Background: an optimization exercise with open tools, aiming at small area. Do not read the settings as production practice. Only simulation tests tie the RTL to the original design; equivalence was not proved. Power is estimated from default activity; no workload was simulated.

==> flow/design.v, too long to show whole: its modules and the start of the top module <==
// module REG8_hold: 12 lines
// module REG24_hold: 12 lines
// module FA: 6 lines
// module HA: 6 lines
// module PE_c3: 396 lines
// module PE_c4: 153 lines
// module CSUM_out: 13 lines
// module PEreg_c1: 13 lines
// module PEreg_c2: 11 lines
// module PEreg_c3: 18 lines
// module PEreg_c4: 16 lines
// module Arr4x4: 108 lines
module Arr4x4(Err_mac, Err_mult,
             w1_in, w2_in, w3_in, w4_in,
             a1_in, a2_in, a3_in, a4_in,
             w1_out, w2_out, w3_out, w4_out,
             a1_out, a2_out, a3_out, a4_out,
             c1_out, c2_out, c3_out, c4_out,
             clk, rst_n, hold);
  // ...
==> flow/flow/run.sh <==
#!/bin/bash
# Standard layout, with one netlist step added after synthesis: invpush7.py
# removes inverters around full-adder cells (a full adder is self-dual, and a
# nand2 of two signals is a nor2 of their complements), which
# leaves the logic and every register unchanged. Ports are buffered with buf_1.
set -euo pipefail
W=$(pwd)
R=$W/orfs/results/$FLOW_PLATFORM/Arr4x4/base
bash standard.sh synth > $W/synth.log 2>&1
python3 $W/flow/invpush7.py $R/1_2_yosys.v $R/1_2_yosys_invpush.v 6 150000 > $W/invpush.log 2>&1
cp $R/1_2_yosys.v $W/1_2_yosys_standard.v
mv $R/1_2_yosys_invpush.v $R/1_2_yosys.v
rm -f $R/1_synth.odb $R/1_synth.sdc
bash standard.sh "BUFFER_PORTS_ARGS=-buffer_cell sky130_fd_sc_hd__buf_1" REMOVE_ABC_BUFFERS=1 finish > $W/layout.log 2>&1
==> flow/standard.sh <==
#!/bin/bash
# synth_recipe.tcl (not shown) runs the flow's synth.tcl, then flattens the netlist and writes it again
# the make line also repeats each setting of config.mk as NAME=value (left out here)
make -C /OpenROAD-flow-scripts/flow DESIGN_CONFIG=/design/flow/config.mk WORK_HOME=/design/flow/orfs CLKGATE_MAP_FILE= SYNTH_SCRIPT=/design/flow/synth_recipe.tcl "${@:-finish}"
==> flow/config.mk <==
export PLATFORM = sky130hd
export DESIGN_NAME = Arr4x4
export DESIGN_NICKNAME = Arr4x4
export VERILOG_FILES = /design/flow/design.v
export SDC_FILE = /design/flow/constraint.sdc
export NUM_CORES = 4
export LEC_CHECK = 0
export ABC_AREA = 1
export CAP_MARGIN = 5
export CORE_MARGIN = 2
export CORE_UTILIZATION = 60
export CTS_BUF_LIST = sky130_fd_sc_hd__clkbuf_16
export CTS_CLUSTER_DIAMETER = 100
export CTS_CLUSTER_SIZE = 25
export SLEW_MARGIN = 5
==> flow/constraint.sdc <==
create_clock -name core_clock -period 7.5 [get_ports {clk}]
set_input_delay 1.5000 -clock core_clock [delete_from_list [all_inputs] [get_ports {clk}]]
set_output_delay 1.5000 -clock core_clock [all_outputs]
set_load 0.01 [all_outputs]
Not shown: flow/flow/invpush7.py
==> run summary, run 1 <==
status=timing/DRC/antenna clean; Pwr Total=14600 uW; TAP cells=just under 900; total of fill cells in the finished design=5422; GR Layer Usage met1=between 40% and 50%; DR iter-0 viols=2508; Clk Latency, worst-skew pair=0.63 ns; ANT cells=0; DR top layer=met5; post-CTS setup buffers=0; Max Cap Viol=0; IR drop worst, VDD=approximately 0.4 mV; Chip Width=roughly 270 um; worst r2r dst=PE43.regC.out[12]$_DFF_PN0_; hold_ws=roughly 0.36 ns; seq_cells=around 450; r2r setup slk=between 0.15 and 0.2 ns; H-tree levels=1; Area after DPL=about 44000 um2; Top Consumer=combinational logic; Reg clk slew, reported paths=~0.10 ns; final core utilization=65.7%; Worst EP arrival=~7.8 ns; Worst Setup End Kind=flop; worst hold path type=reg -> reg; M1 wire length=around 46000 um; Clk. pwr=around 1600 uW; CTS buffer count=26; power in combinational cells=between 9000 and 10000 uW; DR DRC count=0
==> module PE_c3, before the edit <==
module PE_c3(Err_mac, Err_mult, w, a, w1, a1, mac1, mult1, w2, a2, mac2, mult2, c_out, k_out);
input Err_mac, Err_mult;
input [7:0] w, a;
output [16:0] c_out;
output [0:0] k_out;
wire [7:0] x = {a[7] & ~Err_mult, a[6:0]};
wire [7:0] y = {w[7:2] & {6{~(Err_mac | Err_mult)}}, w[1] & ~Err_mac, ~Err_mac & (Err_mult ? ~w[1] : w[0])};
input [7:0] w1, a1;
input mac1, mult1;
wire [7:0] x1 = {a1[7] & ~mult1, a1[6:0]};
wire [7:0] y1 = {w1[7:2] & {6{~(mac1 | mult1)}}, w1[1] & ~mac1, ~mac1 & (mult1 ? ~w1[1] : w1[0])};
input [7:0] w2, a2;
input mac2, mult2;
wire [7:0] x2 = {a2[7] & ~mult2, a2[6:0]};
wire [7:0] y2 = {w2[7:2] & {6{~(mac2 | mult2)}}, w2[1] & ~mac2, ~mac2 & (mult2 ? ~w2[1] : w2[0])};
wire n1, n2, n3, n4, n5, n6, n7, n8, n9, n10, n11, n12, n13, n14, n15, n16, n17, n18, n19, n20, n21, n22, n23, n24, n25, n26, n27, n28, n29, n30, n31, n32, n33, n34, n35, n36, n37, n38, n39, n40, n41, n42, n43, n44, n45, n46, n47, n48, n49, n50, n51, n52, n53, n54, n55, n56, n57, n58, n59, n60, n61, n62, n63, n64, n65, n66, n67, n68, n69, n70, n71, n72, n73, n74, n75, n76, n77, n78, n79, n80, n81, n82, n83, n84, n85, n86, n87, n88, n89, n90, n91, n92, n93, n94, n95, n96, n97, n98, n99, n100, n101, n102, n103, n104, n105, n106, n107, n108, n109, n110, n111, n112, n113, n114, n115, n116, n117, n118, n119, n120, n121, n122, n123, n124, n125, n126, n127, n128, n129, n130, n131, n132, n133, n134, n135, n136, n137, n138, n139, n140, n141, n142, n143, n144, n145, n146, n147, n148, n149, n150, n151, n152, n153, n154, n155, n156, n157, n158, n159, n160, n161, n162, n163, n164, n165, n166, n167, n168, n169, n170, n171, n172, n173, n174, n175, n176, n177, n178, n179, n180, n181, n182, n183, n184, n185, n186, n187, n188, n189, n190, n191, n192, n193, n194, n195, n196, n197, n198, n199, n200, n201, n202, n203, n204, n205, n206, n207, n208, n209, n210, n211, n212, n213, n214, n215, n216, n217, n218, n219, n220, n221, n222, n223, n224, n225, n226, n227, n228, n229, n230, n231, n232, n233, n234, n235, n236, n237, n238, n239, n240, n241, n242, n243, n244, n245, n246, n247, n248, n249, n250, n251, n252, n253, n254, n255, n256, n257, n258, n259, n260, n261, n262, n263, n264, n265, n266, n267, n268, n269, n270, n271, n272, n273, n274, n275, n276, n277, n278, n279, n280, n281, n282, n283, n284, n285, n286, n287, n288, n289, n290, n291, n292, n293, n294, n295, n296, n297, n298, n299, n300, n301, n302, n303, n304, n305, n306, n307, n308, n309, n310, n311, n312, n313, n314, n315, n316, n317, n318, n319, n320, n321, n322, n323, n324, n325, n326, n327, n328, n329, n330, n331, n332, n333, n334, n335, n336, n337, n338, n339, n340, n341, n342, n343, n344, n345, n346, n347, n348, n349, n350, n351, n352, n353, n354, n355, n356, n357, n358, n359, n360, n361, n362, n363, n364, n365, n366, n367, n368, n369, n370, n371, n372, n373, n374, n375, n376, n377, n378, n379, n380, n381, n382, n383, n384, n385, n386, n387, n388, n389, n390, n391, n392, n393, n394, n395, n396, n397, n398, n399, n400, n401, n402, n403, n404, n405, n406, n407, n408, n409, n410, n411, n412, n413, n414, n415, n416, n417, n418, n419, n420, n421, n422, n423, n424, n425, n426, n427, n428, n429, n430, n431, n432, n433, n434, n435, n436, n437, n438, n439, n440, n441, n442, n443, n444, n445, n446, n447, n448, n449, n450, n451, n452, n453, n454, n455, n456, n457, n458, n459, n460, n461, n462, n463, n464, n465, n466, n467, n468, n469, n470, n471, n472, n473, n474, n475, n476, n477, n478, n479, n480, n481, n482, n483, n484, n485, n486, n487, n488, n489, n490, n491, n492, n493, n494, n495, n496, n497, n498, n499, n500, n501, n502, n503, n504, n505, n506, n507, n508, n509, n510, n511, n512, n513, n514, n515, n516, n517, n518, n519, n520, n521, n522, n523, n524, n525, n526, n527, n528, n529, n530, n531, n532, n533, n534, n535, n536, n537, n538, n539, n540, n541, n542, n543, n544, n545, n546, n547, n548, n549, n550, n551, n552, n553, n554, n555, n556, n557, n558, n559, n560, n561;
assign n1 = x[0] & y[0];
assign n2 = x[0] & y[1];
assign n3 = x[0] & y[2];
assign n4 = x[0] & y[3];
assign n5 = x[0] & y[4];
assign n6 = x[0] & y[5];
assign n7 = x[0] & y[6];
assign n8 = ~(x[0] & y[7]);
assign n9 = x[1] & y[0];
assign n10 = x[1] & y[1];
assign n11 = x[1] & y[2];
assign n12 = x[1] & y[3];
assign n13 = x[1] & y[4];
assign n14 = x[1] & y[5];
assign n15 = x[1] & y[6];
assign n16 = ~(x[1] & y[7]);
assign n17 = x[2] & y[0];
assign n18 = x[2] & y[1];
assign n19 = x[2] & y[2];
assign n20 = x[2] & y[3];
assign n21 = x[2] & y[4];
assign n22 = x[2] & y[5];
assign n23 = x[2] & y[6];
assign n24 = ~(x[2] & y[7]);
assign n25 = x[3] & y[0];
assign n26 = x[3] & y[1];
assign n27 = x[3] & y[2];
assign n28 = x[3] & y[3];
assign n29 = x[3] & y[4];
assign n30 = x[3] & y[5];
assign n31 = x[3] & y[6];
assign n32 = ~(x[3] & y[7]);
assign n33 = x[4] & y[0];
assign n34 = x[4] & y[1];
assign n35 = x[4] & y[2];
assign n36 = x[4] & y[3];
assign n37 = x[4] & y[4];
assign n38 = x[4] & y[5];
assign n39 = x[4] & y[6];
assign n40 = ~(x[4] & y[7]);
assign n41 = x[5] & y[0];
assign n42 = x[5] & y[1];
assign n43 = x[5] & y[2];
assign n44 = x[5] & y[3];
assign n45 = x[5] & y[4];
assign n46 = x[5] & y[5];
assign n47 = x[5] & y[6];
assign n48 = ~(x[5] & y[7]);
assign n49 = x[6] & y[0];
assign n50 = x[6] & y[1];
assign n51 = x[6] & y[2];
assign n52 = x[6] & y[3];
assign n53 = x[6] & y[4];
assign n54 = x[6] & y[5];
assign n55 = x[6] & y[6];
assign n56 = ~(x[6] & y[7]);
assign n57 = ~(x[7] & y[0]);
assign n58 = ~(x[7] & y[1]);
assign n59 = ~(x[7] & y[2]);
assign n60 = ~(x[7] & y[3]);
assign n61 = ~(x[7] & y[4]);
assign n62 = ~(x[7] & y[5]);
assign n63 = ~(x[7] & y[6]);
assign n64 = x[7] & y[7];
assign n65 = x1[0] & y1[0];
assign n66 = x1[0] & y1[1];
assign n67 = x1[0] & y1[2];
assign n68 = x1[0] & y1[3];
assign n69 = x1[0] & y1[4];
assign n70 = x1[0] & y1[5];
assign n71 = x1[0] & y1[6];
assign n72 = ~(x1[0] & y1[7]);
assign n73 = x1[1] & y1[0];
assign n74 = x1[1] & y1[1];
assign n75 = x1[1] & y1[2];
assign n76 = x1[1] & y1[3];
assign n77 = x1[1] & y1[4];
assign n78 = x1[1] & y1[5];
assign n79 = x1[1] & y1[6];
assign n80 = ~(x1[1] & y1[7]);
assign n81 = x1[2] & y1[0];
assign n82 = x1[2] & y1[1];
assign n83 = x1[2] & y1[2];
assign n84 = x1[2] & y1[3];
assign n85 = x1[2] & y1[4];
assign n86 = x1[2] & y1[5];
assign n87 = x1[2] & y1[6];
assign n88 = ~(x1[2] & y1[7]);
assign n89 = x1[3] & y1[0];
assign n90 = x1[3] & y1[1];
assign n91 = x1[3] & y1[2];
assign n92 = x1[3] & y1[3];
assign n93 = x1[3] & y1[4];
assign n94 = x1[3] & y1[5];
assign n95 = x1[3] & y1[6];
assign n96 = ~(x1[3] & y1[7]);
assign n97 = x1[4] & y1[0];
assign n98 = x1[4] & y1[1];
assign n99 = x1[4] & y1[2];
assign n100 = x1[4] & y1[3];
assign n101 = x1[4] & y1[4];
assign n102 = x1[4] & y1[5];
assign n103 = x1[4] & y1[6];
assign n104 = ~(x1[4] & y1[7]);
assign n105 = x1[5] & y1[0];
assign n106 = x1[5] & y1[1];
assign n107 = x1[5] & y1[2];
assign n108 = x1[5] & y1[3];
assign n109 = x1[5] & y1[4];
assign n110 = x1[5] & y1[5];
assign n111 = x1[5] & y1[6];
assign n112 = ~(x1[5] & y1[7]);
assign n113 = x1[6] & y1[0];
assign n114 = x1[6] & y1[1];
assign n115 = x1[6] & y1[2];
assign n116 = x1[6] & y1[3];
assign n117 = x1[6] & y1[4];
assign n118 = x1[6] & y1[5];
assign n119 = x1[6] & y1[6];
assign n120 = ~(x1[6] & y1[7]);
assign n121 = ~(x1[7] & y1[0]);
assign n122 = ~(x1[7] & y1[1]);
assign n123 = ~(x1[7] & y1[2]);
assign n124 = ~(x1[7] & y1[3]);
assign n125 = ~(x1[7] & y1[4]);
assign n126 = ~(x1[7] & y1[5]);
assign n127 = ~(x1[7] & y1[6]);
assign n128 = x1[7] & y1[7];
assign n129 = x2[0] & y2[0];
assign n130 = x2[0] & y2[1];
assign n131 = x2[0] & y2[2];
assign n132 = x2[0] & y2[3];
assign n133 = x2[0] & y2[4];
assign n134 = x2[0] & y2[5];
assign n135 = x2[0] & y2[6];
assign n136 = ~(x2[0] & y2[7]);
assign n137 = x2[1] & y2[0];
assign n138 = x2[1] & y2[1];
assign n139 = x2[1] & y2[2];
assign n140 = x2[1] & y2[3];
assign n141 = x2[1] & y2[4];
assign n142 = x2[1] & y2[5];
assign n143 = x2[1] & y2[6];
assign n144 = ~(x2[1] & y2[7]);
assign n145 = x2[2] & y2[0];
assign n146 = x2[2] & y2[1];
assign n147 = x2[2] & y2[2];
assign n148 = x2[2] & y2[3];
assign n149 = x2[2] & y2[4];
assign n150 = x2[2] & y2[5];
assign n151 = x2[2] & y2[6];
assign n152 = ~(x2[2] & y2[7]);
assign n153 = x2[3] & y2[0];
assign n154 = x2[3] & y2[1];
assign n155 = x2[3] & y2[2];
assign n156 = x2[3] & y2[3];
assign n157 = x2[3] & y2[4];
assign n158 = x2[3] & y2[5];
assign n159 = x2[3] & y2[6];
assign n160 = ~(x2[3] & y2[7]);
assign n161 = x2[4] & y2[0];
assign n162 = x2[4] & y2[1];
assign n163 = x2[4] & y2[2];
assign n164 = x2[4] & y2[3];
assign n165 = x2[4] & y2[4];
assign n166 = x2[4] & y2[5];
assign n167 = x2[4] & y2[6];
assign n168 = ~(x2[4] & y2[7]);
assign n169 = x2[5] & y2[0];
assign n170 = x2[5] & y2[1];
assign n171 = x2[5] & y2[2];
assign n172 = x2[5] & y2[3];
assign n173 = x2[5] & y2[4];
assign n174 = x2[5] & y2[5];
assign n175 = x2[5] & y2[6];
assign n176 = ~(x2[5] & y2[7]);
assign n177 = x2[6] & y2[0];
assign n178 = x2[6] & y2[1];
assign n179 = x2[6] & y2[2];
assign n180 = x2[6] & y2[3];
assign n181 = x2[6] & y2[4];
assign n182 = x2[6] & y2[5];
assign n183 = x2[6] & y2[6];
assign n184 = ~(x2[6] & y2[7]);
assign n185 = ~(x2[7] & y2[0]);
assign n186 = ~(x2[7] & y2[1]);
assign n187 = ~(x2[7] & y2[2]);
assign n188 = ~(x2[7] & y2[3]);
assign n189 = ~(x2[7] & y2[4]);
assign n190 = ~(x2[7] & y2[5]);
assign n191 = ~(x2[7] & y2[6]);
assign n192 = x2[7] & y2[7];
FA u_n193 (n65, n129, n1, n193, n194);
FA u_n195 (n66, n73, n130, n195, n196);
FA u_n197 (n137, n195, n2, n197, n198);
FA u_n199 (n9, n194, n197, n199, n200);
FA u_n201 (n67, n74, n81, n201, n202);
FA u_n203 (n131, n138, n145, n203, n204);
FA u_n205 (n196, n203, n201, n205, n206);
FA u_n207 (n3, n10, n17, n207, n208);
FA u_n209 (n205, n198, n207, n209, n210);
FA u_n211 (n68, n75, n82, n211, n212);
FA u_n213 (n89, n132, n139, n213, n214);
FA u_n215 (n146, n153, n204, n215, n216);
FA u_n217 (n202, n213, n211, n217, n218);
FA u_n219 (n4, n11, n18, n219, n220);
FA u_n221 (n25, n215, n206, n221, n222);
FA u_n223 (n217, n208, n219, n223, n224);
FA u_n225 (n221, n210, n223, n225, n226);
FA u_n227 (n69, n76, n83, n227, n228);
FA u_n229 (n90, n97, n133, n229, n230);
FA u_n231 (n140, n147, n154, n231, n232);
FA u_n233 (n161, n214, n212, n233, n234);
FA u_n235 (n231, n229, n227, n235, n236);
FA u_n237 (n5, n12, n19, n237, n238);
FA u_n239 (n26, n33, n216, n239, n240);
FA u_n241 (n233, n218, n235, n241, n242);
FA u_n243 (n220, n237, n239, n243, n244);
FA u_n245 (n222, n241, n224, n245, n246);
FA u_n247 (n243, n245, n226, n247, n248);
FA u_n249 (n70, n77, n84, n249, n250);
FA u_n251 (n91, n98, n105, n251, n252);
FA u_n253 (n134, n141, n148, n253, n254);
FA u_n255 (n155, n162, n169, n255, n256);
FA u_n257 (n232, n230, n228, n257, n258);
FA u_n259 (n255, n253, n251, n259, n260);
FA u_n261 (n249, n6, n13, n261, n262);
FA u_n263 (n20, n27, n34, n263, n264);
FA u_n265 (n41, n234, n257, n265, n266);
FA u_n267 (n236, n259, n238, n267, n268);
FA u_n269 (n240, n263, n261, n269, n270);
FA u_n271 (n265, n242, n267, n271, n272);
FA u_n273 (n244, n269, n246, n273, n274);
FA u_n275 (n271, n273, n248, n275, n276);
FA u_n277 (n71, n78, n85, n277, n278);
FA u_n279 (n92, n99, n106, n279, n280);
FA u_n281 (n113, n135, n142, n281, n282);
FA u_n283 (n149, n156, n163, n283, n284);
FA u_n285 (n170, n177, n256, n285, n286);
FA u_n287 (n254, n252, n250, n287, n288);
FA u_n289 (n283, n281, n279, n289, n290);
FA u_n291 (n277, n7, n14, n291, n292);
FA u_n293 (n21, n28, n35, n293, n294);
FA u_n295 (n42, n49, n258, n295, n296);
FA u_n297 (n287, n285, n260, n297, n298);
FA u_n299 (n289, n264, n262, n299, n300);
FA u_n301 (n293, n291, n295, n301, n302);
FA u_n303 (n266, n297, n268, n303, n304);
FA u_n305 (n299, n270, n301, n305, n306);
FA u_n307 (n303, n272, n305, n307, n308);
FA u_n309 (n274, n307, n276, n309, n310);
FA u_n311 (n72, n79, n86, n311, n312);
FA u_n313 (n93, n100, n107, n313, n314);
FA u_n315 (n114, n121, n136, n315, n316);
FA u_n317 (n143, n150, n157, n317, n318);
FA u_n319 (n164, n171, n178, n319, n320);
FA u_n321 (n185, n284, n282, n321, n322);
FA u_n323 (n280, n278, n319, n323, n324);
FA u_n325 (n317, n315, n313, n325, n326);
FA u_n327 (n311, n8, n15, n327, n328);
FA u_n329 (n22, n29, n36, n329, n330);
FA u_n331 (n43, n50, n57, n331, n332);
FA u_n333 (n288, n286, n321, n333, n334);
FA u_n335 (n290, n325, n323, n335, n336);
FA u_n337 (n294, n292, n296, n337, n338);
FA u_n339 (n331, n329, n327, n339, n340);
FA u_n341 (n298, n333, n335, n341, n342);
FA u_n343 (n300, n337, n302, n343, n344);
FA u_n345 (n339, n304, n341, n345, n346);
FA u_n347 (n343, n306, n345, n347, n348);
FA u_n349 (n308, n347, n310, n349, n350);
FA u_n351 (1'b1, n80, n87, n351, n352);
FA u_n353 (n94, n101, n108, n353, n354);
FA u_n355 (n115, n122, n144, n355, n356);
FA u_n357 (n151, n158, n165, n357, n358);
FA u_n359 (n172, n179, n186, n359, n360);
FA u_n361 (n320, n318, n316, n361, n362);
FA u_n363 (n314, n312, n359, n363, n364);
FA u_n365 (n357, n355, n353, n365, n366);
FA u_n367 (n351, n16, n23, n367, n368);
FA u_n369 (n30, n37, n44, n369, n370);
FA u_n371 (n51, n58, n322, n371, n372);
FA u_n373 (n361, n326, n324, n373, n374);
FA u_n375 (n365, n363, n332, n375, n376);
FA u_n377 (n330, n328, n369, n377, n378);
FA u_n379 (n367, n371, n334, n379, n380);
FA u_n381 (n373, n336, n338, n381, n382);
FA u_n383 (n375, n340, n377, n383, n384);
FA u_n385 (n379, n342, n381, n385, n386);
FA u_n387 (n344, n383, n346, n387, n388);
FA u_n389 (n385, n387, n348, n389, n390);
FA u_n391 (1'b1, n88, n95, n391, n392);
FA u_n393 (n102, n109, n116, n393, n394);
FA u_n395 (n123, n152, n159, n395, n396);
FA u_n397 (n166, n173, n180, n397, n398);
FA u_n399 (n187, n360, n358, n399, n400);
FA u_n401 (n356, n354, n352, n401, n402);
FA u_n403 (n397, n395, n393, n403, n404);
FA u_n405 (n391, n24, n31, n405, n406);
FA u_n407 (n38, n45, n52, n407, n408);
FA u_n409 (n59, n362, n401, n409, n410);
FA u_n411 (n399, n366, n364, n411, n412);
FA u_n413 (n403, n370, n368, n413, n414);
FA u_n415 (n372, n407, n405, n415, n416);
FA u_n417 (n374, n411, n409, n417, n418);
FA u_n419 (n376, n413, n378, n419, n420);
FA u_n421 (n380, n415, n417, n421, n422);
FA u_n423 (n382, n419, n384, n423, n424);
FA u_n425 (n421, n386, n423, n425, n426);
FA u_n427 (n388, n425, n390, n427, n428);
FA u_n429 (n96, n103, n110, n429, n430);
FA u_n431 (n117, n124, n160, n431, n432);
FA u_n433 (n167, n174, n181, n433, n434);
FA u_n435 (n188, n398, n396, n435, n436);
FA u_n437 (n394, n392, n433, n437, n438);
FA u_n439 (n431, n429, n32, n439, n440);
FA u_n441 (n39, n46, n53, n441, n442);
FA u_n443 (n60, n402, n400, n443, n444);
FA u_n445 (n435, n404, n437, n445, n446);
FA u_n447 (n408, n406, n441, n447, n448);
FA u_n449 (n439, n443, n412, n449, n450);
FA u_n451 (n410, n445, n414, n451, n452);
FA u_n453 (n416, n447, n449, n453, n454);
FA u_n455 (n418, n451, n420, n455, n456);
FA u_n457 (n453, n422, n455, n457, n458);
FA u_n459 (n424, n457, n426, n459, n460);
FA u_n461 (n104, n111, n118, n461, n462);
FA u_n463 (n125, n168, n175, n463, n464);
FA u_n465 (n182, n189, n434, n465, n466);
FA u_n467 (n432, n430, n463, n467, n468);
FA u_n469 (n461, n40, n47, n469, n470);
FA u_n471 (n54, n61, n436, n471, n472);
FA u_n473 (n465, n438, n467, n473, n474);
FA u_n475 (n442, n440, n444, n475, n476);
FA u_n477 (n469, n471, n446, n477, n478);
FA u_n479 (n473, n448, n475, n479, n480);
FA u_n481 (n450, n477, n452, n481, n482);
FA u_n483 (n479, n454, n481, n483, n484);
FA u_n485 (n456, n483, n458, n485, n486);
FA u_n487 (n112, n119, n126, n487, n488);
FA u_n489 (n176, n183, n190, n489, n490);
FA u_n491 (n464, n462, n489, n491, n492);
FA u_n493 (n487, n48, n55, n493, n494);
FA u_n495 (n62, n466, n468, n495, n496);
FA u_n497 (n491, n470, n472, n497, n498);
FA u_n499 (n493, n495, n474, n499, n500);
FA u_n501 (n476, n497, n478, n501, n502);
FA u_n503 (n499, n480, n501, n503, n504);
FA u_n505 (n482, n503, n484, n505, n506);
FA u_n507 (n120, n127, n184, n507, n508);
FA u_n509 (n191, n490, n488, n509, n510);
FA u_n511 (n507, n56, n63, n511, n512);
FA u_n513 (n509, n492, n494, n513, n514);
FA u_n515 (n511, n496, n498, n515, n516);
FA u_n517 (n513, n500, n515, n517, n518);
FA u_n519 (n502, n517, n504, n519, n520);
FA u_n521 (n128, n192, n508, n521, n522);
FA u_n523 (n64, n510, n521, n523, n524);
FA u_n525 (n512, n523, n514, n525, n526);
FA u_n527 (n516, n525, n518, n527, n528);
FA u_n529 (1'b1, n522, n524, n529, n530);
FA u_n531 (n529, n526, n528, n531, n532);
HA u_n533 (n200, n209, n533, n534);
HA u_n535 (n225, n534, n535, n536);
HA u_n537 (n247, n536, n537, n538);
HA u_n539 (n275, n538, n539, n540);
HA u_n541 (n309, n540, n541, n542);
HA u_n543 (n349, n542, n543, n544);
FA u_n545 (n389, n350, n544, n545, n546);
HA u_n547 (n427, n546, n547, n548);
FA u_n549 (n459, n428, n548, n549, n550);
FA u_n551 (n485, n460, n550, n551, n552);
FA u_n553 (n505, n486, n552, n553, n554);
HA u_n555 (n519, n506, n555, n556);
FA u_n557 (n527, n520, n556, n557, n558);
HA u_n559 (n531, n558, n559, n560);
assign n561 = n530 ^ n532 ^ n560;
assign c_out = {n561, n559, n557, n555, n553, n551, n549, n547, n545, n543, n541, n539, n537, n535, n533, n199, n193};
assign k_out = {n554};
endmodule
==> module PE_c4, before the edit <==
module PE_c4(Err_mac, Err_mult, w, a, c_in, k_in, c_out, k_out);
input Err_mac, Err_mult;
input [7:0] w, a;
input [16:0] c_in;
input [0:0] k_in;
output [17:0] c_out;
output [0:0] k_out;
wire [7:0] x = {a[7] & ~Err_mult, a[6:0]};
wire [7:0] y = {w[7:2] & {6{~(Err_mac | Err_mult)}}, w[1] & ~Err_mac, ~Err_mac & (Err_mult ? ~w[1] : w[0])};
wire n1, n2, n3, n4, n5, n6, n7, n8, n9, n10, n11, n12, n13, n14, n15, n16, n17, n18, n19, n20, n21, n22, n23, n24, n25, n26, n27, n28, n29, n30, n31, n32, n33, n34, n35, n36, n37, n38, n39, n40, n41, n42, n43, n44, n45, n46, n47, n48, n49, n50, n51, n52, n53, n54, n55, n56, n57, n58, n59, n60, n61, n62, n63, n64, n65, n66, n67, n68, n69, n70, n71, n72, n73, n74, n75, n76, n77, n78, n79, n80, n81, n82, n83, n84, n85, n86, n87, n88, n89, n90, n91, n92, n93, n94, n95, n96, n97, n98, n99, n100, n101, n102, n103, n104, n105, n106, n107, n108, n109, n110, n111, n112, n113, n114, n115, n116, n117, n118, n119, n120, n121, n122, n123, n124, n125, n126, n127, n128, n129, n130, n131, n132, n133, n134, n135, n136, n137, n138, n139, n140, n141, n142, n143, n144, n145, n146, n147, n148, n149, n150, n151, n152, n153, n154, n155, n156, n157, n158, n159, n160, n161, n162, n163, n164, n165, n166, n167, n168, n169, n170, n171, n172, n173, n174, n175, n176, n177, n178, n179, n180, n181, n182, n183, n184, n185, n186, n187, n188, n189, n190, n191, n192, n193, n194, n195, n196, n197, n198, n199, n200, n201, n202, n203, n204, n205, n206, n207, n208, n209, n210, n211, n212, n213, n214;
assign n1 = x[0] & y[0];
assign n2 = x[0] & y[1];
assign n3 = x[0] & y[2];
assign n4 = x[0] & y[3];
assign n5 = x[0] & y[4];
assign n6 = x[0] & y[5];
assign n7 = x[0] & y[6];
assign n8 = ~(x[0] & y[7]);
assign n9 = x[1] & y[0];
assign n10 = x[1] & y[1];
assign n11 = x[1] & y[2];
assign n12 = x[1] & y[3];
assign n13 = x[1] & y[4];
assign n14 = x[1] & y[5];
assign n15 = x[1] & y[6];
assign n16 = ~(x[1] & y[7]);
assign n17 = x[2] & y[0];
assign n18 = x[2] & y[1];
assign n19 = x[2] & y[2];
assign n20 = x[2] & y[3];
assign n21 = x[2] & y[4];
assign n22 = x[2] & y[5];
assign n23 = x[2] & y[6];
assign n24 = ~(x[2] & y[7]);
assign n25 = x[3] & y[0];
assign n26 = x[3] & y[1];
assign n27 = x[3] & y[2];
assign n28 = x[3] & y[3];
assign n29 = x[3] & y[4];
assign n30 = x[3] & y[5];
assign n31 = x[3] & y[6];
assign n32 = ~(x[3] & y[7]);
assign n33 = x[4] & y[0];
assign n34 = x[4] & y[1];
assign n35 = x[4] & y[2];
assign n36 = x[4] & y[3];
assign n37 = x[4] & y[4];
assign n38 = x[4] & y[5];
assign n39 = x[4] & y[6];
assign n40 = ~(x[4] & y[7]);
assign n41 = x[5] & y[0];
assign n42 = x[5] & y[1];
assign n43 = x[5] & y[2];
assign n44 = x[5] & y[3];
assign n45 = x[5] & y[4];
assign n46 = x[5] & y[5];
assign n47 = x[5] & y[6];
assign n48 = ~(x[5] & y[7]);
assign n49 = x[6] & y[0];
assign n50 = x[6] & y[1];
assign n51 = x[6] & y[2];
assign n52 = x[6] & y[3];
assign n53 = x[6] & y[4];
assign n54 = x[6] & y[5];
assign n55 = x[6] & y[6];
assign n56 = ~(x[6] & y[7]);
assign n57 = ~(x[7] & y[0]);
assign n58 = ~(x[7] & y[1]);
assign n59 = ~(x[7] & y[2]);
assign n60 = ~(x[7] & y[3]);
assign n61 = ~(x[7] & y[4]);
assign n62 = ~(x[7] & y[5]);
assign n63 = ~(x[7] & y[6]);
assign n64 = x[7] & y[7];
assign n65 = ~c_in[16];
FA u_n66 (c_in[1], n2, n9, n66, n67);
FA u_n68 (c_in[2], n3, n10, n68, n69);
FA u_n70 (n17, n67, n68, n70, n71);
FA u_n72 (c_in[3], n4, n11, n72, n73);
FA u_n74 (n18, n25, n69, n74, n75);
FA u_n76 (n72, n74, n71, n76, n77);
FA u_n78 (c_in[4], n5, n12, n78, n79);
FA u_n80 (n19, n26, n33, n80, n81);
FA u_n82 (n73, n80, n78, n82, n83);
FA u_n84 (n75, n82, n77, n84, n85);
FA u_n86 (c_in[5], n6, n13, n86, n87);
FA u_n88 (n20, n27, n34, n88, n89);
FA u_n90 (n41, n81, n79, n90, n91);
FA u_n92 (n88, n86, n90, n92, n93);
FA u_n94 (n83, n92, n85, n94, n95);
FA u_n96 (c_in[6], n7, n14, n96, n97);
FA u_n98 (n21, n28, n35, n98, n99);
FA u_n100 (n42, n49, n89, n100, n101);
FA u_n102 (n87, n98, n96, n102, n103);
FA u_n104 (n91, n100, n102, n104, n105);
FA u_n106 (n93, n104, n95, n106, n107);
FA u_n108 (c_in[7], n8, n15, n108, n109);
FA u_n110 (n22, n29, n36, n110, n111);
FA u_n112 (n43, n50, n57, n112, n113);
FA u_n114 (n99, n97, n112, n114, n115);
FA u_n116 (n110, n108, n101, n116, n117);
FA u_n118 (n103, n114, n116, n118, n119);
FA u_n120 (n105, n118, n107, n120, n121);
FA u_n122 (1'b1, c_in[8], n16, n122, n123);
FA u_n124 (n23, n30, n37, n124, n125);
FA u_n126 (n44, n51, n58, n126, n127);
FA u_n128 (n113, n111, n109, n128, n129);
FA u_n130 (n126, n124, n122, n130, n131);
FA u_n132 (n128, n115, n130, n132, n133);
FA u_n134 (n117, n132, n119, n134, n135);
FA u_n136 (c_in[9], n24, n31, n136, n137);
FA u_n138 (n38, n45, n52, n138, n139);
FA u_n140 (n59, n127, n125, n140, n141);
FA u_n142 (n123, n138, n136, n142, n143);
FA u_n144 (n129, n140, n131, n144, n145);
FA u_n146 (n142, n144, n133, n146, n147);
FA u_n148 (c_in[10], n32, n39, n148, n149);
FA u_n150 (n46, n53, n60, n150, n151);
FA u_n152 (n139, n137, n150, n152, n153);
FA u_n154 (n148, n141, n143, n154, n155);
FA u_n156 (n152, n145, n154, n156, n157);
FA u_n158 (c_in[11], n40, n47, n158, n159);
FA u_n160 (n54, n61, n151, n160, n161);
FA u_n162 (n149, n158, n160, n162, n163);
FA u_n164 (n153, n155, n162, n164, n165);
FA u_n166 (c_in[12], n48, n55, n166, n167);
FA u_n168 (n62, n159, n166, n168, n169);
FA u_n170 (n161, n168, n163, n170, n171);
FA u_n172 (c_in[13], k_in[0], n56, n172, n173);
FA u_n174 (n63, n167, n172, n174, n175);
FA u_n176 (n169, n174, n171, n176, n177);
FA u_n178 (c_in[14], n64, n173, n178, n179);
FA u_n180 (n178, n175, n177, n180, n181);
FA u_n182 (1'b1, c_in[15], n179, n182, n183);
HA u_n184 (c_in[0], n1, n184, n185);
HA u_n186 (n66, n185, n186, n187);
HA u_n188 (n70, n187, n188, n189);
HA u_n190 (n76, n189, n190, n191);
HA u_n192 (n84, n191, n192, n193);
HA u_n194 (n94, n193, n194, n195);
HA u_n196 (n106, n195, n196, n197);
HA u_n198 (n120, n197, n198, n199);
FA u_n200 (n134, n121, n199, n200, n201);
FA u_n202 (n146, n135, n201, n202, n203);
FA u_n204 (n147, n156, n203, n204, n205);
FA u_n206 (n157, n164, n205, n206, n207);
FA u_n208 (n170, n165, n207, n208, n209);
HA u_n210 (n182, n181, n210, n211);
FA u_n212 (n65, n183, n211, n212, n213);
assign n214 = 1'b1 ^ n213;
assign c_out = {n214, n212, n210, n180, n176, n208, n206, n204, n202, n200, n198, n196, n194, n192, n190, n188, n186, n184};
assign k_out = {n209};
endmodule
==> module CSUM_out, before the edit <==
module CSUM_out(s, k, c);
input [17:0] s;
input [0:0] k;
output [23:0] c;
wire n1, n2, n3, n4, n5, n6, n7, n8, n9;
HA u_n1 (s[13], k[0], n1, n2);
HA u_n3 (s[14], n2, n3, n4);
HA u_n5 (s[15], n4, n5, n6);
HA u_n7 (s[16], n6, n7, n8);
assign n9 = s[17] ^ n8;
wire [17:0] r = {n9, n7, n5, n3, n1, s[12], s[11], s[10], s[9], s[8], s[7], s[6], s[5], s[4], s[3], s[2], s[1], s[0]};
assign c = {{6{r[17]}}, r};
endmodule
==> run 2: changes to the inputs <==
--- a/flow/design.v
+++ b/flow/design.v
@@ -242,193 +242,193 @@
 assign n190 = ~(x2[7] & y2[5]);
 assign n191 = ~(x2[7] & y2[6]);
 assign n192 = x2[7] & y2[7];
-FA u_n193 (n65, n129, n1, n193, n194);
-FA u_n195 (n66, n73, n130, n195, n196);
-FA u_n197 (n137, n195, n2, n197, n198);
-FA u_n199 (n9, n194, n197, n199, n200);
-FA u_n201 (n67, n74, n81, n201, n202);
-FA u_n203 (n131, n138, n145, n203, n204);
-FA u_n205 (n196, n203, n201, n205, n206);
-FA u_n207 (n3, n10, n17, n207, n208);
-FA u_n209 (n205, n198, n207, n209, n210);
-FA u_n211 (n68, n75, n82, n211, n212);
-FA u_n213 (n89, n132, n139, n213, n214);
-FA u_n215 (n146, n153, n204, n215, n216);
-FA u_n217 (n202, n213, n211, n217, n218);
-FA u_n219 (n4, n11, n18, n219, n220);
-FA u_n221 (n25, n215, n206, n221, n222);
-FA u_n223 (n217, n208, n219, n223, n224);
-FA u_n225 (n221, n210, n223, n225, n226);
-FA u_n227 (n69, n76, n83, n227, n228);
-FA u_n229 (n90, n97, n133, n229, n230);
-FA u_n231 (n140, n147, n154, n231, n232);
-FA u_n233 (n161, n214, n212, n233, n234);
-FA u_n235 (n231, n229, n227, n235, n236);
-FA u_n237 (n5, n12, n19, n237, n238);
-FA u_n239 (n26, n33, n216, n239, n240);
-FA u_n241 (n233, n218, n235, n241, n242);
-FA u_n243 (n220, n237, n239, n243, n244);
-FA u_n245 (n222, n241, n224, n245, n246);
-FA u_n247 (n243, n245, n226, n247, n248);
-FA u_n249 (n70, n77, n84, n249, n250);
-FA u_n251 (n91, n98, n105, n251, n252);
-FA u_n253 (n134, n141, n148, n253, n254);
-FA u_n255 (n155, n162, n169, n255, n256);
-FA u_n257 (n232, n230, n228, n257, n258);
-FA u_n259 (n255, n253, n251, n259, n260);
-FA u_n261 (n249, n6, n13, n261, n262);
-FA u_n263 (n20, n27, n34, n263, n264);
-FA u_n265 (n41, n234, n257, n265, n266);
-FA u_n267 (n236, n259, n238, n267, n268);
-FA u_n269 (n240, n263, n261, n269, n270);
-FA u_n271 (n265, n242, n267, n271, n272);
-FA u_n273 (n244, n269, n246, n273, n274);
-FA u_n275 (n271, n273, n248, n275, n276);
-FA u_n277 (n71, n78, n85, n277, n278);
-FA u_n279 (n92, n99, n106, n279, n280);
-FA u_n281 (n113, n135, n142, n281, n282);
-FA u_n283 (n149, n156, n163, n283, n284);
-FA u_n285 (n170, n177, n256, n285, n286);
-FA u_n287 (n254, n252, n250, n287, n288);
-FA u_n289 (n283, n281, n279, n289, n290);
-FA u_n291 (n277, n7, n14, n291, n292);
-FA u_n293 (n21, n28, n35, n293, n294);
-FA u_n295 (n42, n49, n258, n295, n296);
-FA u_n297 (n287, n285, n260, n297, n298);
-FA u_n299 (n289, n264, n262, n299, n300);
-FA u_n301 (n293, n291, n295, n301, n302);
-FA u_n303 (n266, n297, n268, n303, n304);
-FA u_n305 (n299, n270, n301, n305, n306);
-FA u_n307 (n303, n272, n305, n307, n308);
-FA u_n309 (n274, n307, n276, n309, n310);
-FA u_n311 (n72, n79, n86, n311, n312);
-FA u_n313 (n93, n100, n107, n313, n314);
-FA u_n315 (n114, n121, n136, n315, n316);
-FA u_n317 (n143, n150, n157, n317, n318);
-FA u_n319 (n164, n171, n178, n319, n320);
-FA u_n321 (n185, n284, n282, n321, n322);
-FA u_n323 (n280, n278, n319, n323, n324);
-FA u_n325 (n317, n315, n313, n325, n326);
-FA u_n327 (n311, n8, n15, n327, n328);
-FA u_n329 (n22, n29, n36, n329, n330);
-FA u_n331 (n43, n50, n57, n331, n332);
-FA u_n333 (n288, n286, n321, n333, n334);
-FA u_n335 (n290, n325, n323, n335, n336);
-FA u_n337 (n294, n292, n296, n337, n338);
-FA u_n339 (n331, n329, n327, n339, n340);
-FA u_n341 (n298, n333, n335, n341, n342);
-FA u_n343 (n300, n337, n302, n343, n344);
-FA u_n345 (n339, n304, n341, n345, n346);
-FA u_n347 (n343, n306, n345, n347, n348);
-FA u_n349 (n308, n347, n310, n349, n350);
-FA u_n351 (1'b1, n80, n87, n351, n352);
-FA u_n353 (n94, n101, n108, n353, n354);
-FA u_n355 (n115, n122, n144, n355, n356);
-FA u_n357 (n151, n158, n165, n357, n358);
-FA u_n359 (n172, n179, n186, n359, n360);
-FA u_n361 (n320, n318, n316, n361, n362);
-FA u_n363 (n314, n312, n359, n363, n364);
-FA u_n365 (n357, n355, n353, n365, n366);
-FA u_n367 (n351, n16, n23, n367, n368);
-FA u_n369 (n30, n37, n44, n369, n370);
-FA u_n371 (n51, n58, n322, n371, n372);
-FA u_n373 (n361, n326, n324, n373, n374);
-FA u_n375 (n365, n363, n332, n375, n376);
-FA u_n377 (n330, n328, n369, n377, n378);
-FA u_n379 (n367, n371, n334, n379, n380);
-FA u_n381 (n373, n336, n338, n381, n382);
-FA u_n383 (n375, n340, n377, n383, n384);
-FA u_n385 (n379, n342, n381, n385, n386);
-FA u_n387 (n344, n383, n346, n387, n388);
-FA u_n389 (n385, n387, n348, n389, n390);
-FA u_n391 (1'b1, n88, n95, n391, n392);
-FA u_n393 (n102, n109, n116, n393, n394);
-FA u_n395 (n123, n152, n159, n395, n396);
-FA u_n397 (n166, n173, n180, n397, n398);
-FA u_n399 (n187, n360, n358, n399, n400);
-FA u_n401 (n356, n354, n352, n401, n402);
-FA u_n403 (n397, n395, n393, n403, n404);
-FA u_n405 (n391, n24, n31, n405, n406);
-FA u_n407 (n38, n45, n52, n407, n408);
-FA u_n409 (n59, n362, n401, n409, n410);
-FA u_n411 (n399, n366, n364, n411, n412);
-FA u_n413 (n403, n370, n368, n413, n414);
-FA u_n415 (n372, n407, n405, n415, n416);
-FA u_n417 (n374, n411, n409, n417, n418);
-FA u_n419 (n376, n413, n378, n419, n420);
-FA u_n421 (n380, n415, n417, n421, n422);
-FA u_n423 (n382, n419, n384, n423, n424);
-FA u_n425 (n421, n386, n423, n425, n426);
-FA u_n427 (n388, n425, n390, n427, n428);
-FA u_n429 (n96, n103, n110, n429, n430);
-FA u_n431 (n117, n124, n160, n431, n432);
-FA u_n433 (n167, n174, n181, n433, n434);
-FA u_n435 (n188, n398, n396, n435, n436);
-FA u_n437 (n394, n392, n433, n437, n438);
-FA u_n439 (n431, n429, n32, n439, n440);
-FA u_n441 (n39, n46, n53, n441, n442);
-FA u_n443 (n60, n402, n400, n443, n444);
-FA u_n445 (n435, n404, n437, n445, n446);
-FA u_n447 (n408, n406, n441, n447, n448);
-FA u_n449 (n439, n443, n412, n449, n450);
-FA u_n451 (n410, n445, n414, n451, n452);
-FA u_n453 (n416, n447, n449, n453, n454);
-FA u_n455 (n418, n451, n420, n455, n456);
-FA u_n457 (n453, n422, n455, n457, n458);
-FA u_n459 (n424, n457, n426, n459, n460);
-FA u_n461 (n104, n111, n118, n461, n462);
-FA u_n463 (n125, n168, n175, n463, n464);
-FA u_n465 (n182, n189, n434, n465, n466);
-FA u_n467 (n432, n430, n463, n467, n468);
-FA u_n469 (n461, n40, n47, n469, n470);
-FA u_n471 (n54, n61, n436, n471, n472);
-FA u_n473 (n465, n438, n467, n473, n474);
-FA u_n475 (n442, n440, n444, n475, n476);
-FA u_n477 (n469, n471, n446, n477, n478);
-FA u_n479 (n473, n448, n475, n479, n480);
-FA u_n481 (n450, n477, n452, n481, n482);
-FA u_n483 (n479, n454, n481, n483, n484);
-FA u_n485 (n456, n483, n458, n485, n486);
-FA u_n487 (n112, n119, n126, n487, n488);
-FA u_n489 (n176, n183, n190, n489, n490);
-FA u_n491 (n464, n462, n489, n491, n492);
-FA u_n493 (n487, n48, n55, n493, n494);
-FA u_n495 (n62, n466, n468, n495, n496);
-FA u_n497 (n491, n470, n472, n497, n498);
-FA u_n499 (n493, n495, n474, n499, n500);
-FA u_n501 (n476, n497, n478, n501, n502);
-FA u_n503 (n499, n480, n501, n503, n504);
-FA u_n505 (n482, n503, n484, n505, n506);
-FA u_n507 (n120, n127, n184, n507, n508);
-FA u_n509 (n191, n490, n488, n509, n510);
-FA u_n511 (n507, n56, n63, n511, n512);
-FA u_n513 (n509, n492, n494, n513, n514);
-FA u_n515 (n511, n496, n498, n515, n516);
-FA u_n517 (n513, n500, n515, n517, n518);
-FA u_n519 (n502, n517, n504, n519, n520);
-FA u_n521 (n128, n192, n508, n521, n522);
-FA u_n523 (n64, n510, n521, n523, n524);
-FA u_n525 (n512, n523, n514, n525, n526);
-FA u_n527 (n516, n525, n518, n527, n528);
-FA u_n529 (1'b1, n522, n524, n529, n530);
-FA u_n531 (n529, n526, n528, n531, n532);
-HA u_n533 (n200, n209, n533, n534);
-HA u_n535 (n225, n534, n535, n536);
-HA u_n537 (n247, n536, n537, n538);
-HA u_n539 (n275, n538, n539, n540);
-HA u_n541 (n309, n540, n541, n542);
-HA u_n543 (n349, n542, n543, n544);
-FA u_n545 (n389, n350, n544, n545, n546);
-HA u_n547 (n427, n546, n547, n548);
-FA u_n549 (n459, n428, n548, n549, n550);
-FA u_n551 (n485, n460, n550, n551, n552);
-FA u_n553 (n505, n486, n552, n553, n554);
-HA u_n555 (n519, n506, n555, n556);
-FA u_n557 (n527, n520, n556, n557, n558);
-HA u_n559 (n531, n558, n559, n560);
-assign n561 = n530 ^ n532 ^ n560;
-assign c_out = {n561, n559, n557, n555, n553, n551, n549, n547, n545, n543, n541, n539, n537, n535, n533, n199, n193};
-assign k_out = {n554};
+FA u_n193 (n66, n73, n130, n193, n194);
+FA u_n195 (n137, n193, n2, n195, n196);
+FA u_n197 (n67, n74, n81, n197, n198);
+FA u_n199 (n131, n138, n145, n199, n200);
+FA u_n201 (n194, n199, n197, n201, n202);
+FA u_n203 (n3, n10, n17, n203, n204);
+FA u_n205 (n201, n196, n203, n205, n206);
+FA u_n207 (n68, n75, n82, n207, n208);
+FA u_n209 (n89, n132, n139, n209, n210);
+FA u_n211 (n146, n153, n200, n211, n212);
+FA u_n213 (n198, n209, n207, n213, n214);
+FA u_n215 (n4, n11, n18, n215, n216);
+FA u_n217 (n25, n211, n202, n217, n218);
+FA u_n219 (n213, n204, n215, n219, n220);
+FA u_n221 (n217, n206, n219, n221, n222);
+FA u_n223 (n69, n76, n83, n223, n224);
+FA u_n225 (n90, n97, n133, n225, n226);
+FA u_n227 (n140, n147, n154, n227, n228);
+FA u_n229 (n161, n210, n208, n229, n230);
+FA u_n231 (n227, n225, n223, n231, n232);
+FA u_n233 (n5, n12, n19, n233, n234);
+FA u_n235 (n26, n33, n212, n235, n236);
+FA u_n237 (n229, n214, n231, n237, n238);
+FA u_n239 (n216, n233, n235, n239, n240);
+FA u_n241 (n218, n237, n220, n241, n242);
+FA u_n243 (n239, n241, n222, n243, n244);
+FA u_n245 (n70, n77, n84, n245, n246);
+FA u_n247 (n91, n98, n105, n247, n248);
+FA u_n249 (n134, n141, n148, n249, n250);
+FA u_n251 (n155, n162, n169, n251, n252);
+FA u_n253 (n228, n226, n224, n253, n254);
+FA u_n255 (n251, n249, n247, n255, n256);
+FA u_n257 (n245, n6, n13, n257, n258);
+FA u_n259 (n20, n27, n34, n259, n260);
+FA u_n261 (n41, n230, n253, n261, n262);
+FA u_n263 (n232, n255, n234, n263, n264);
+FA u_n265 (n236, n259, n257, n265, n266);
+FA u_n267 (n261, n238, n263, n267, n268);
+FA u_n269 (n240, n265, n242, n269, n270);
+FA u_n271 (n267, n269, n244, n271, n272);
+FA u_n273 (n71, n78, n85, n273, n274);
+FA u_n275 (n92, n99, n106, n275, n276);
+FA u_n277 (n113, n135, n142, n277, n278);
+FA u_n279 (n149, n156, n163, n279, n280);
+FA u_n281 (n170, n177, n252, n281, n282);
+FA u_n283 (n250, n248, n246, n283, n284);
+FA u_n285 (n279, n277, n275, n285, n286);
+FA u_n287 (n273, n7, n14, n287, n288);
+FA u_n289 (n21, n28, n35, n289, n290);
+FA u_n291 (n42, n49, n254, n291, n292);
+FA u_n293 (n283, n281, n256, n293, n294);
+FA u_n295 (n285, n260, n258, n295, n296);
+FA u_n297 (n289, n287, n291, n297, n298);
+FA u_n299 (n262, n293, n264, n299, n300);
+FA u_n301 (n295, n266, n297, n301, n302);
+FA u_n303 (n299, n268, n301, n303, n304);
+FA u_n305 (n270, n303, n272, n305, n306);
+FA u_n307 (n72, n79, n86, n307, n308);
+FA u_n309 (n93, n100, n107, n309, n310);
+FA u_n311 (n114, n121, n136, n311, n312);
+FA u_n313 (n143, n150, n157, n313, n314);
+FA u_n315 (n164, n171, n178, n315, n316);
+FA u_n317 (n185, n280, n278, n317, n318);
+FA u_n319 (n276, n274, n315, n319, n320);
+FA u_n321 (n313, n311, n309, n321, n322);
+FA u_n323 (n307, n8, n15, n323, n324);
+FA u_n325 (n22, n29, n36, n325, n326);
+FA u_n327 (n43, n50, n57, n327, n328);
+FA u_n329 (n284, n282, n317, n329, n330);
+FA u_n331 (n286, n321, n319, n331, n332);
+FA u_n333 (n290, n288, n292, n333, n334);
+FA u_n335 (n327, n325, n323, n335, n336);
+FA u_n337 (n294, n329, n331, n337, n338);
+FA u_n339 (n296, n333, n298, n339, n340);
+FA u_n341 (n335, n300, n337, n341, n342);
+FA u_n343 (n339, n302, n341, n343, n344);
+FA u_n345 (n304, n343, n306, n345, n346);
+FA u_n347 (1'b1, n80, n87, n347, n348);
+FA u_n349 (n94, n101, n108, n349, n350);
+FA u_n351 (n115, n122, n144, n351, n352);
+FA u_n353 (n151, n158, n165, n353, n354);
+FA u_n355 (n172, n179, n186, n355, n356);
+FA u_n357 (n316, n314, n312, n357, n358);
+FA u_n359 (n310, n308, n355, n359, n360);
+FA u_n361 (n353, n351, n349, n361, n362);
+FA u_n363 (n347, n16, n23, n363, n364);
+FA u_n365 (n30, n37, n44, n365, n366);
+FA u_n367 (n51, n58, n318, n367, n368);
+FA u_n369 (n357, n322, n320, n369, n370);
+FA u_n371 (n361, n359, n328, n371, n372);
+FA u_n373 (n326, n324, n365, n373, n374);
+FA u_n375 (n363, n367, n330, n375, n376);
+FA u_n377 (n369, n332, n334, n377, n378);
+FA u_n379 (n371, n336, n373, n379, n380);
+FA u_n381 (n375, n338, n377, n381, n382);
+FA u_n383 (n340, n379, n342, n383, n384);
+FA u_n385 (n381, n383, n344, n385, n386);
+FA u_n387 (1'b1, n88, n95, n387, n388);
+FA u_n389 (n102, n109, n116, n389, n390);
+FA u_n391 (n123, n152, n159, n391, n392);
+FA u_n393 (n166, n173, n180, n393, n394);
+FA u_n395 (n187, n356, n354, n395, n396);
+FA u_n397 (n352, n350, n348, n397, n398);
+FA u_n399 (n393, n391, n389, n399, n400);
+FA u_n401 (n387, n24, n31, n401, n402);
+FA u_n403 (n38, n45, n52, n403, n404);
+FA u_n405 (n59, n358, n397, n405, n406);
+FA u_n407 (n395, n362, n360, n407, n408);
+FA u_n409 (n399, n366, n364, n409, n410);
+FA u_n411 (n368, n403, n401, n411, n412);
+FA u_n413 (n370, n407, n405, n413, n414);
+FA u_n415 (n372, n409, n374, n415, n416);
+FA u_n417 (n376, n411, n413, n417, n418);
+FA u_n419 (n378, n415, n380, n419, n420);
+FA u_n421 (n417, n382, n419, n421, n422);
+FA u_n423 (n384, n421, n386, n423, n424);
+FA u_n425 (n96, n103, n110, n425, n426);
+FA u_n427 (n117, n124, n160, n427, n428);
+FA u_n429 (n167, n174, n181, n429, n430);
+FA u_n431 (n188, n394, n392, n431, n432);
+FA u_n433 (n390, n388, n429, n433, n434);
+FA u_n435 (n427, n425, n32, n435, n436);
+FA u_n437 (n39, n46, n53, n437, n438);
+FA u_n439 (n60, n398, n396, n439, n440);
+FA u_n441 (n431, n400, n433, n441, n442);
+FA u_n443 (n404, n402, n437, n443, n444);
+FA u_n445 (n435, n439, n408, n445, n446);
+FA u_n447 (n406, n441, n410, n447, n448);
+FA u_n449 (n412, n443, n445, n449, n450);
+FA u_n451 (n414, n447, n416, n451, n452);
+FA u_n453 (n449, n418, n451, n453, n454);
+FA u_n455 (n420, n453, n422, n455, n456);
+FA u_n457 (n104, n111, n118, n457, n458);
+FA u_n459 (n125, n168, n175, n459, n460);
+FA u_n461 (n182, n189, n430, n461, n462);
+FA u_n463 (n428, n426, n459, n463, n464);
+FA u_n465 (n457, n40, n47, n465, n466);
+FA u_n467 (n54, n61, n432, n467, n468);
+FA u_n469 (n461, n434, n463, n469, n470);
+FA u_n471 (n438, n436, n440, n471, n472);
+FA u_n473 (n465, n467, n442, n473, n474);
+FA u_n475 (n469, n444, n471, n475, n476);
+FA u_n477 (n446, n473, n448, n477, n478);
+FA u_n479 (n475, n450, n477, n479, n480);
+FA u_n481 (n452, n479, n454, n481, n482);
+FA u_n483 (n112, n119, n126, n483, n484);
+FA u_n485 (n176, n183, n190, n485, n486);
+FA u_n487 (n460, n458, n485, n487, n488);
+FA u_n489 (n483, n48, n55, n489, n490);
+FA u_n491 (n62, n462, n464, n491, n492);
+FA u_n493 (n487, n466, n468, n493, n494);
+FA u_n495 (n489, n491, n470, n495, n496);
+FA u_n497 (n472, n493, n474, n497, n498);
+FA u_n499 (n495, n476, n497, n499, n500);
+FA u_n501 (n478, n499, n480, n501, n502);
+FA u_n503 (n120, n127, n184, n503, n504);
+FA u_n505 (n191, n486, n484, n505, n506);
+FA u_n507 (n503, n56, n63, n507, n508);
+FA u_n509 (n505, n488, n490, n509, n510);
+FA u_n511 (n507, n492, n494, n511, n512);
+FA u_n513 (n509, n496, n511, n513, n514);
+FA u_n515 (n498, n513, n500, n515, n516);
+FA u_n517 (n128, n192, n504, n517, n518);
+FA u_n519 (n64, n506, n517, n519, n520);
+FA u_n521 (n508, n519, n510, n521, n522);
+FA u_n523 (n512, n521, n514, n523, n524);
+FA u_n525 (1'b1, n518, n520, n525, n526);
+FA u_n527 (n525, n522, n524, n527, n528);
+FA u_n529 (n65, n129, n1, n529, n530);
+FA u_n531 (n9, n195, n530, n531, n532);
+HA u_n533 (n205, n532, n533, n534);
+HA u_n535 (n221, n534, n535, n536);
+HA u_n537 (n243, n536, n537, n538);
+HA u_n539 (n271, n538, n539, n540);
+HA u_n541 (n305, n540, n541, n542);
+HA u_n543 (n345, n542, n543, n544);
+FA u_n545 (n385, n346, n544, n545, n546);
+HA u_n547 (n423, n546, n547, n548);
+FA u_n549 (n455, n424, n548, n549, n550);
+HA u_n551 (n481, n456, n551, n552);
+FA u_n553 (n501, n482, n552, n553, n554);
+FA u_n555 (n515, n502, n554, n555, n556);
+FA u_n557 (n523, n516, n556, n557, n558);
+HA u_n559 (n527, n558, n559, n560);
+assign n561 = n526 ^ n528 ^ n560;
+assign c_out = {n561, n559, n557, n555, n553, n551, n549, n547, n545, n543, n541, n539, n537, n535, n533, n531, n529};
+assign k_out = {n550};
 endmodule
 module PE_c4(Err_mac, Err_mult, w, a, c_in, k_in, c_out, k_out);
 input Err_mac, Err_mult;
@@ -551,49 +551,51 @@
 FA u_n152 (n139, n137, n150, n152, n153);
 FA u_n154 (n148, n141, n143, n154, n155);
 FA u_n156 (n152, n145, n154, n156, n157);
-FA u_n158 (c_in[11], n40, n47, n158, n159);
-FA u_n160 (n54, n61, n151, n160, n161);
-FA u_n162 (n149, n158, n160, n162, n163);
-FA u_n164 (n153, n155, n162, n164, n165);
+FA u_n158 (c_in[11], k_in[0], n40, n158, n159);
+FA u_n160 (n47, n54, n61, n160, n161);
+FA u_n162 (n151, n149, n160, n162, n163);
+FA u_n164 (n158, n153, n162, n164, n165);
 FA u_n166 (c_in[12], n48, n55, n166, n167);
-FA u_n168 (n62, n159, n166, n168, n169);
-FA u_n170 (n161, n168, n163, n170, n171);
-FA u_n172 (c_in[13], k_in[0], n56, n172, n173);
-FA u_n174 (n63, n167, n172, n174, n175);
-FA u_n176 (n169, n174, n171, n176, n177);
-FA u_n178 (c_in[14], n64, n173, n178, n179);
-FA u_n180 (n178, n175, n177, n180, n181);
-FA u_n182 (1'b1, c_in[15], n179, n182, n183);
-HA u_n184 (c_in[0], n1, n184, n185);
-HA u_n186 (n66, n185, n186, n187);
-HA u_n188 (n70, n187, n188, n189);
-HA u_n190 (n76, n189, n190, n191);
-HA u_n192 (n84, n191, n192, n193);
-HA u_n194 (n94, n193, n194, n195);
-HA u_n196 (n106, n195, n196, n197);
-HA u_n198 (n120, n197, n198, n199);
-FA u_n200 (n134, n121, n199, n200, n201);
-FA u_n202 (n146, n135, n201, n202, n203);
-FA u_n204 (n147, n156, n203, n204, n205);
-FA u_n206 (n157, n164, n205, n206, n207);
-FA u_n208 (n170, n165, n207, n208, n209);
-HA u_n210 (n182, n181, n210, n211);
-FA u_n212 (n65, n183, n211, n212, n213);
+FA u_n168 (n62, n161, n159, n168, n169);
+FA u_n170 (n166, n168, n163, n170, n171);
+FA u_n172 (c_in[13], n56, n63, n172, n173);
+FA u_n174 (n167, n172, n169, n174, n175);
+FA u_n176 (c_in[14], n64, n173, n176, n177);
+FA u_n178 (1'b1, c_in[15], n177, n178, n179);
+HA u_n180 (c_in[0], n1, n180, n181);
+HA u_n182 (n66, n181, n182, n183);
+HA u_n184 (n70, n183, n184, n185);
+HA u_n186 (n76, n185, n186, n187);
+HA u_n188 (n84, n187, n188, n189);
+HA u_n190 (n94, n189, n190, n191);
+HA u_n192 (n106, n191, n192, n193);
+HA u_n194 (n120, n193, n194, n195);
+FA u_n196 (n134, n121, n195, n196, n197);
+FA u_n198 (n146, n135, n197, n198, n199);
+FA u_n200 (n147, n156, n199, n200, n201);
+FA u_n202 (n155, n164, n157, n202, n203);
+FA u_n204 (n170, n165, n203, n204, n205);
+FA u_n206 (n174, n171, n205, n206, n207);
+FA u_n208 (n176, n175, n207, n208, n209);
+HA u_n210 (n178, n209, n210, n211);
+FA u_n212 (n65, n179, n211, n212, n213);
 assign n214 = 1'b1 ^ n213;
-assign c_out = {n214, n212, n210, n180, n176, n208, n206, n204, n202, n200, n198, n196, n194, n192, n190, n188, n186, n184};
-assign k_out = {n209};
+assign c_out = {n214, n212, n210, n208, n206, n204, n202, n200, n198, n196, n194, n192, n190, n188, n186, n184, n182, n180};
+assign k_out = {n201};
 endmodule
 module CSUM_out(s, k, c);
 input [17:0] s;
 input [0:0] k;
 output [23:0] c;
-wire n1, n2, n3, n4, n5, n6, n7, n8, n9;
-HA u_n1 (s[13], k[0], n1, n2);
-HA u_n3 (s[14], n2, n3, n4);
-HA u_n5 (s[15], n4, n5, n6);
-HA u_n7 (s[16], n6, n7, n8);
-assign n9 = s[17] ^ n8;
-wire [17:0] r = {n9, n7, n5, n3, n1, s[12], s[11], s[10], s[9], s[8], s[7], s[6], s[5], s[4], s[3], s[2], s[1], s[0]};
+wire n1, n2, n3, n4, n5, n6, n7, n8, n9, n10, n11, n12, n13;
+HA u_n1 (s[11], k[0], n1, n2);
+HA u_n3 (s[12], n2, n3, n4);
+HA u_n5 (s[13], n4, n5, n6);
+HA u_n7 (s[14], n6, n7, n8);
+HA u_n9 (s[15], n8, n9, n10);
+HA u_n11 (s[16], n10, n11, n12);
+assign n13 = s[17] ^ n12;
+wire [17:0] r = {n13, n11, n9, n7, n5, n3, n1, s[10], s[9], s[8], s[7], s[6], s[5], s[4], s[3], s[2], s[1], s[0]};
 assign c = {{6{r[17]}}, r};
 endmodule
 module PEreg_c1(Err_mac, Err_mult, w_in, a_in, w_out, a_out, mac_d, mult_d, clk, rst_n, hold);
==> run 2 against run 1 <==
Against the previous run: synthesized cell count is 1.3% lower; utilization is 1.6 points lower; combinational power fell by 6.9%; largest power group unchanged.
==> run summary, run 2 <==
status=timing/DRC/antenna clean; Reg clk slew, reported paths=0.10 ns (about the same); Seq. cell area=roughly 11000 um2; Total Wirelength=roughly 110000 um; DR DRC count=0 (unchanged); Routed Antenna Nets=0; most common cell after layout, fill and taps aside=fa_1; Final nets=between 5000 and 6000; Core Area=approximately 68000 um2; DR iter-0 viols=2766 (+10%); clock root buffer=clkbuf_16; Final Instance Area=around 43000 um2; total clock sinks=about 450; r2r setup slk=0.36 ns (+0.17 ns); final period utilization=a little over nine tenths; Mapped Area=around 41000 um2; post-layout min period=between 7 and 8 ns; Area after DPL=42500 um2 (-3.1%); GR Overflow Total=0; share of cells above drive strength 1=roughly 3.3%; Worst Hold Endpoint=PE21.regA.out[1]$_DFF_PN0_; Clk Latency, worst-skew pair=0.61 ns (-0.02 ns); IR drop worst, VDD=0.297 mV (-28%); YS warnings=5; Ports=~260; Worst EP arrival=7.68 ns (-0.14 ns); Setup CP Type=reg -> reg; RSZ-0062 raised after global routing=no; Worst Setup End Kind=flop; crit-path max cell delay=0.52 ns; syn avg cell area=~11 um2; CTS buffer count=25 (-3.8%); total iterations of the first detailed-routing run=8; port bufs=258; Syn-to-layout area delta=5.36%; hold path depth=0; Die ar.=approximately 70000 um2; final core utilization=64.1% (-1.6 points); Rel. slew slack=a little under a third; post-CTS setup buffers=0 (unchanged); antenna violations before repair=8; number of setup violations in the final report=0; row cnt=95; worst hold path type=reg -> reg; max frequency=approximately 140 MHz; Die H=around 270 um; Setup crit start kind=flop; Initial Utilization=about 60%; CP most frequent cell=fa_1; Fin. Hold Viols=0; DR vias=roughly 27000; GPL Wtd Cong=1.00; Post-DP HPWL=slightly above 90000 um; DR vias/cell=~5.7; cts repair resizes=0; WP data required=between 8 and 9 ns; gr usage total=between 30% and 40%; largest net degree at the start of global routing=~170; first-pass GRT wire length=172000 um; Hold Startpoint=PE11.regA.out[1]$_DFF_PN0_; Pwr Total=13900 uW (-5.0%); FF-to-FF Start=regH1.out$_DFF_PN0_; Pwr per Cell Area=321 nW/um2; worst r2r dst=PE43.regC.out[16]$_DFF_PN0_; Mapped Cells=3690; deepest clock path buffer count=3; path depth of the worst reg2reg path=22; Routed WL per cell=about 23 um; Chip Width=266 um (-0.23%); Layout Skew=about 0.031 ns; CTS tree=yes; Worst-Margin Slew=around 1.0 ns; total of fill cells in the finished design=5475 (+0.98%); Critical Path Fanout Max=56; cells along the critical path=ha_2, buf_12, nand2_1, nand2_1, nand2_1, nand2_1, nand2_1, or2_1, fa_1, fa_1, fa_1, fa_1, fa_1, fa_1, fa_1, ha_1, fa_1, fa_1, fa_1, ha_1, xnor2_1, xor2_1; H-tree levels=1 (unchanged); vias in the first global route=a little under 30000; Pins Over Slew Limit=0; delay-heaviest family, CP=adder cells; Slowest cell on crit path=fa_1; commonest cells after routing, fill and taps aside=fa_1, nor2_1, nand2_1; Post-CTS Hold Fix Bufs=0; Leakage=between 0.015 and 0.02 uW; Max Cap Viol=0 (unchanged); Multi-input gate area=between 20000 and 30000 um2; CP bufs+invs=1
-- run 2: where the power goes --
group / leakage [uW] / switching, uW / internal, uW
registers: 0.00530 / 350 / 3230
clock network: 0.000388 / 893 / 634
logic: 0.0140 / 4800 / 3990
-- run 2: worst max-delay path by stage --
stage	endpoint	slack, ns	startpoint	cells past startpoint
final	PE43.regC.out[16]$_DFF_PN0_	0.36	regH1.out$_DFF_PN0_	22
after global routing	PE43.regC.out[16]$_DFF_PN0_	0.03	regH1.out$_DFF_PN0_	22
after CTS	PE43.regC.out[16]$_DFF_PN0_	0.35	regH1.out$_DFF_PN0_	22
after detailed placement	PE33.regC.out[16]$_DFF_PN0_	0.24	Err_mult[10]	19
after global placement	PE33.regC.out[16]$_DFF_PN0_	0.33	Err_mult[10]	19
after floorplan	PE13.regC.out[16]$_DFF_PN0_	-0.67	regH1.out$_DFF_PN0_	24
-- run 2: per-stage QoR --
stage | hold WS (ns) | worst slack [ns] | setup TNS, ns | cells
after floorplan | 0.331 | -0.668 | -6.87 | 3546
after CTS | 0.356 | 0.346 | 0 | 4755
after global placement | 0.334 | 0.331 | 0 | 4715
after detailed placement | 0.335 | 0.242 | 0 | 4715
after global routing | 0.359 | 0.0266 | 0 | 4755
final | 0.351 | 0.355 | 0 | 4758
-- run 2: layout make-up --
class                      count  share of cell area (%)
antenna                        3                  0.0174
clock inverter                15                   0.330
timing repair buffer         296                    3.03
tap                          873                    2.52
inverter                     370                    3.22
multi-input combinational   2722                    63.2
clock buffer                  25                    1.45
sequential                   454                    26.3
-- run 2: metal layers --
layer  up-vias  part of all wire, %  GRT usage (%)
li1      11395                    -              -
met1     14142                   40           47.0
met2      1232                   48           51.9
met3       212                  7.5           5.02
met4         0                  4.4           11.3
met5         -                    0              0

## what the ideal ports hide
Ports are ideal in the flow. The routed layouts listed here were re-timed in OpenROAD. Step 1 sets driving cells, clkbuf_16 on the clock port and buf_2 on the other inputs (assumed; they add their load-dependent delay and slew). Step 2, shift: input delay + t, output delay - t, t = (earliest + latest rising clock arrival at the registers) / 2. This alone moves slack from input paths to output paths. a / b / c = no drivers / after step 1 / after step 2; a / b = the first two.
run | shift t [ns] | setup slack, ns | worst hold slack (ns) | worst slew at a driven data input, ns
run 1 | 0.686 | 0.188 / 0.188 / 0.001 | 0.355 / 0.355 / 0.355 | 0.11
run 2 | 0.669 | 0.355 / 0.355 / 0.205 | 0.351 / 0.351 / 0.351 | 0.06
After both steps setup and hold are still met in every run listed. For run 1, which loses most, drivers alone change the setup slack by 0.000 ns; drivers and shift together by -0.187 ns.
